This design comes from an exercise in tuning for small area on the open sky130 flow, not from production work.
In this exercise RTL edits were held to simulation tests only and were not proved equivalent to the original.
The clock input has no modelled driver; a real chip could not lean on it and would need a root buffer or a full tree.
No activity file was given, so power comes from the tool's default toggle rates.

Design sdram_ctrl, start of the top module:
module sdram_ctrl #(
    parameter CLK_FREQ_MHZ	= 100,	 
    parameter POWERUP_DELAY	= 200,	 
    parameter REFRESH_MS	= 64,	 
    parameter BURST_LENGTH	= 8,	 
    parameter ROW_WIDTH	    = 13,	 
    parameter COL_WIDTH	    = 9,	 
    parameter BA_WIDTH	    = 2,	 
    parameter tCAC		    = 2,	 
    parameter tRAC		    = 5,	 
    parameter tRP		    = 2,	 
    parameter tRC		    = 7,	 
    parameter tMRD		    = 2	     
)
(
    input			        sdram_rst,
    input			        sdram_clk,
    output	[BA_WIDTH-1:0]	ba_o,
    output		            [12:0]  a_o,
    output			        cs_n_o,
    output			        ras_n_o,
    output			        cas_n_o,
    output			        we_n_o,
    output reg	[15:0]	    dq_o,
    output reg	[1:0]	    dqm_o,
    input		[15:0]	    dq_i,
    output reg	        	dq_oe_o,
    output			        cke_o,
    output			        idle_o,
    input		[31:0]	    adr_i,
    output reg	[31:0]	    adr_o,
    input		[15:0]	    dat_i,
    output reg	[15:0]	    dat_o,
    input		[1:0]	    sel_i,
    input			        acc_i,
    output		        ack_o,
    input			        we_i
);
    localparam [3:0]
        INIT_POWERUP  = 4'b0000,
        INIT_PRE      = 4'b0001,
        INIT_REF      = 4'b0010,
        INIT_PGM_MODE = 4'b0011,
        READ          = 4'b0100,
        WRITE         = 4'b0101,
        ACTIVATE      = 4'b0110,
        PRE           = 4'b0111,
        IDLE          = 4'b1000,
        PRE_ALL       = 4'b1001,
        REF           = 4'b1010;
    reg  [3:0]  state;
    reg  [3:0]  cc;              
    reg  [10:0] rc;
    reg  [1:0]  ns;              
    reg         nc2;             
    reg         we_r;
  ...
For scale: about 570 cells after synthesis, ~160 flip-flops, ~160 I/O pins, roughly 7000 um2 of cells after synthesis.
==> flow/config.mk <==
export PLATFORM = sky130hd
export DESIGN_NAME = sdram_ctrl
export DESIGN_NICKNAME = sdram_ctrl
export VERILOG_FILES = /design/flow/design.v
export SDC_FILE = /design/flow/constraint.sdc
export NUM_CORES = 4
export LEC_CHECK = 0
export CAP_MARGIN = 20
export CORE_MARGIN = 2
export CORE_UTILIZATION = 60
export SLEW_MARGIN = 20
==> flow/constraint.sdc <==
create_clock -name core_clock -period 10.0 [get_ports {sdram_clk}]
set_input_delay 2.0000 -clock core_clock [delete_from_list [all_inputs] [get_ports {sdram_clk}]]
set_output_delay 2.0000 -clock core_clock [all_outputs]
set_load 0.01 [all_outputs]
standard.sh (not shown) runs the stock make flow with config.mk's settings and CLKGATE_MAP_FILE= SYNTH_SCRIPT=/design/flow/synth_recipe.tcl, a recipe that flattens the netlist after the stock synthesis.
==> flow/flow/run.sh <==
#!/bin/bash
# Standard ORFS layout with smaller port buffers and small clock buffers
# without dummy loads.
set -euo pipefail
bash standard.sh \
  "BUFFER_PORTS_ARGS=-buffer_cell sky130_fd_sc_hd__buf_1" \
  "CTS_ARGS=-sink_clustering_enable -repair_clock_nets -buf_list {sky130_fd_sc_hd__clkbuf_4 sky130_fd_sc_hd__clkbuf_8} -dont_use_dummy_load" \
  finish > make_finish.log 2>&1
Change:
CORE_UTILIZATION = 75   (was 60)
After rerunning: Synthesized cell count stays the same. Cell count fell by a few percent. Maximum frequency hardly moves. Count of clock-buffer cells in the layout stays the same. First-iteration DRC count fell by a few percent. Cell area fell slightly. Core utilization rose by 16 points. Die area fell by about a fifth. Worst setup slack is worse by 0.0058 ns.

========
the reference run:
sdram_ctrl, a different RTL version from the one above (not shown whole).
For scale: about 470 cells after synthesis, roughly 160 I/O pins.
==> flow/config.mk <==
export PLATFORM = sky130hd
export DESIGN_NAME = sdram_ctrl
export DESIGN_NICKNAME = sdram_ctrl
export VERILOG_FILES = /design/flow/design.v
export SDC_FILE = /design/flow/constraint.sdc
export NUM_CORES = 4
export LEC_CHECK = 0
export CAP_MARGIN = 0
export CORE_MARGIN = 2
export CORE_UTILIZATION = 75
export SLEW_MARGIN = 0
==> flow/constraint.sdc <==
create_clock -name core_clock -period 10.0 [get_ports {sdram_clk}]
set_input_delay 2.0000 -clock core_clock [delete_from_list [all_inputs] [get_ports {sdram_clk}]]
set_output_delay 2.0000 -clock core_clock [all_outputs]
set_load 0.01 [all_outputs]
==> flow/flow/run.sh <==
#!/bin/bash
# The standard layout (standard.sh) with:
#  - the standard flow's synthesis script, but ABC maps for area (flow/abc_area.script)
#  - sky130_fd_sc_hd__buf_1 as the port buffers
#  - after CTS, a balanced two-level clock tree of clkbuf_4 in place of the
#    one CTS built, with leaf buffers whose slew is high upsized
#    (flow/clk_hook.tcl)
# ORFS writes each step's log under orfs/logs; make's output is in make_finish.log.
set -euo pipefail
here=$(pwd)
{
  echo "set ::area_abc_script $here/flow/abc_area.script"
  cat flow/abc_override.tcl
  cat synth_recipe.tcl
} > area_synth.tcl
bash standard.sh \
  "SYNTH_SCRIPT=$here/area_synth.tcl" \
  "BUFFER_PORTS_ARGS=-buffer_cell sky130_fd_sc_hd__buf_1" \
  "CTS_ARGS=-sink_clustering_enable -repair_clock_nets -buf_list sky130_fd_sc_hd__clkbuf_4 -dont_use_dummy_load" \
  "POST_CTS_TCL=$here/flow/clk_hook.tcl" \
  finish > make_finish.log 2>&1
Other scripts of this flow, unchanged in this note and not shown: flow/flow/abc_area.script, flow/flow/abc_override.tcl, flow/flow/clk_fix.tcl, flow/flow/clk_hook.tcl, flow/flow/clk_tree.tcl
The reference run reached the end of the flow, and the finished layout is clean on the timing, design-rule and antenna checks.
Input changes introduced in the trial run (baseline for comparison: the reference run):
- CORE_UTILIZATION now 70, was 75
==> run notes <==
The average via count per standard cell of the trial run is lower than that of the reference run. Compared with the reference run, in the trial run setup slack now sits higher; combinational fraction of design power fell 0.7 points; fraction of power consumed by the clock network moved up; placement-stage worst setup slack saw an increase.
No run of this note takes its clock network from TritonCTS; it comes from the design's own scripts or RTL.

==> port drivers added, routing unchanged <==
The flow's constraints put no driver on any port. The routed layouts listed below were extracted and timed again, unchanged, in two steps. Step 1 sets driving cells, clkbuf_16 on the clock port and buf_2 on the other inputs (assumed; they add their load-dependent delay and slew). Step 2, shift: input delay + t, output delay - t, t = (earliest + latest rising clock arrival at the registers) / 2. This alone moves slack from input paths to output paths. Three values: ideal, step 1, step 2; two values: the first two.
| run | t (ns) | setup WS [ns] | worst setup path at the end | clock arrival spread, ns | cell pins on the clock port's net |
|---|---|---|---|---|---|
| the first run of note 1 | 0.462 | 5.174 / 5.188 / 4.726 | input to register | 0.027 / 0.028 | 1 |
| the second run of note 1 | 0.468 | 5.168 / 5.174 / 4.706 | input to register | 0.037 / 0.038 | 1 |
| the reference run | 0.580 | 3.406 / 3.417 / 2.837 | input to register | 0.014 / 0.014 | 1 |
| the trial run | 0.599 | 3.787 / 3.792 / 3.193 | input to register | 0.038 / 0.038 | 1 |
After both steps every run listed still meets setup and hold. The setup slack of the trial run, which loses most, moves by +0.005 ns with the drivers and by -0.594 ns with both steps.
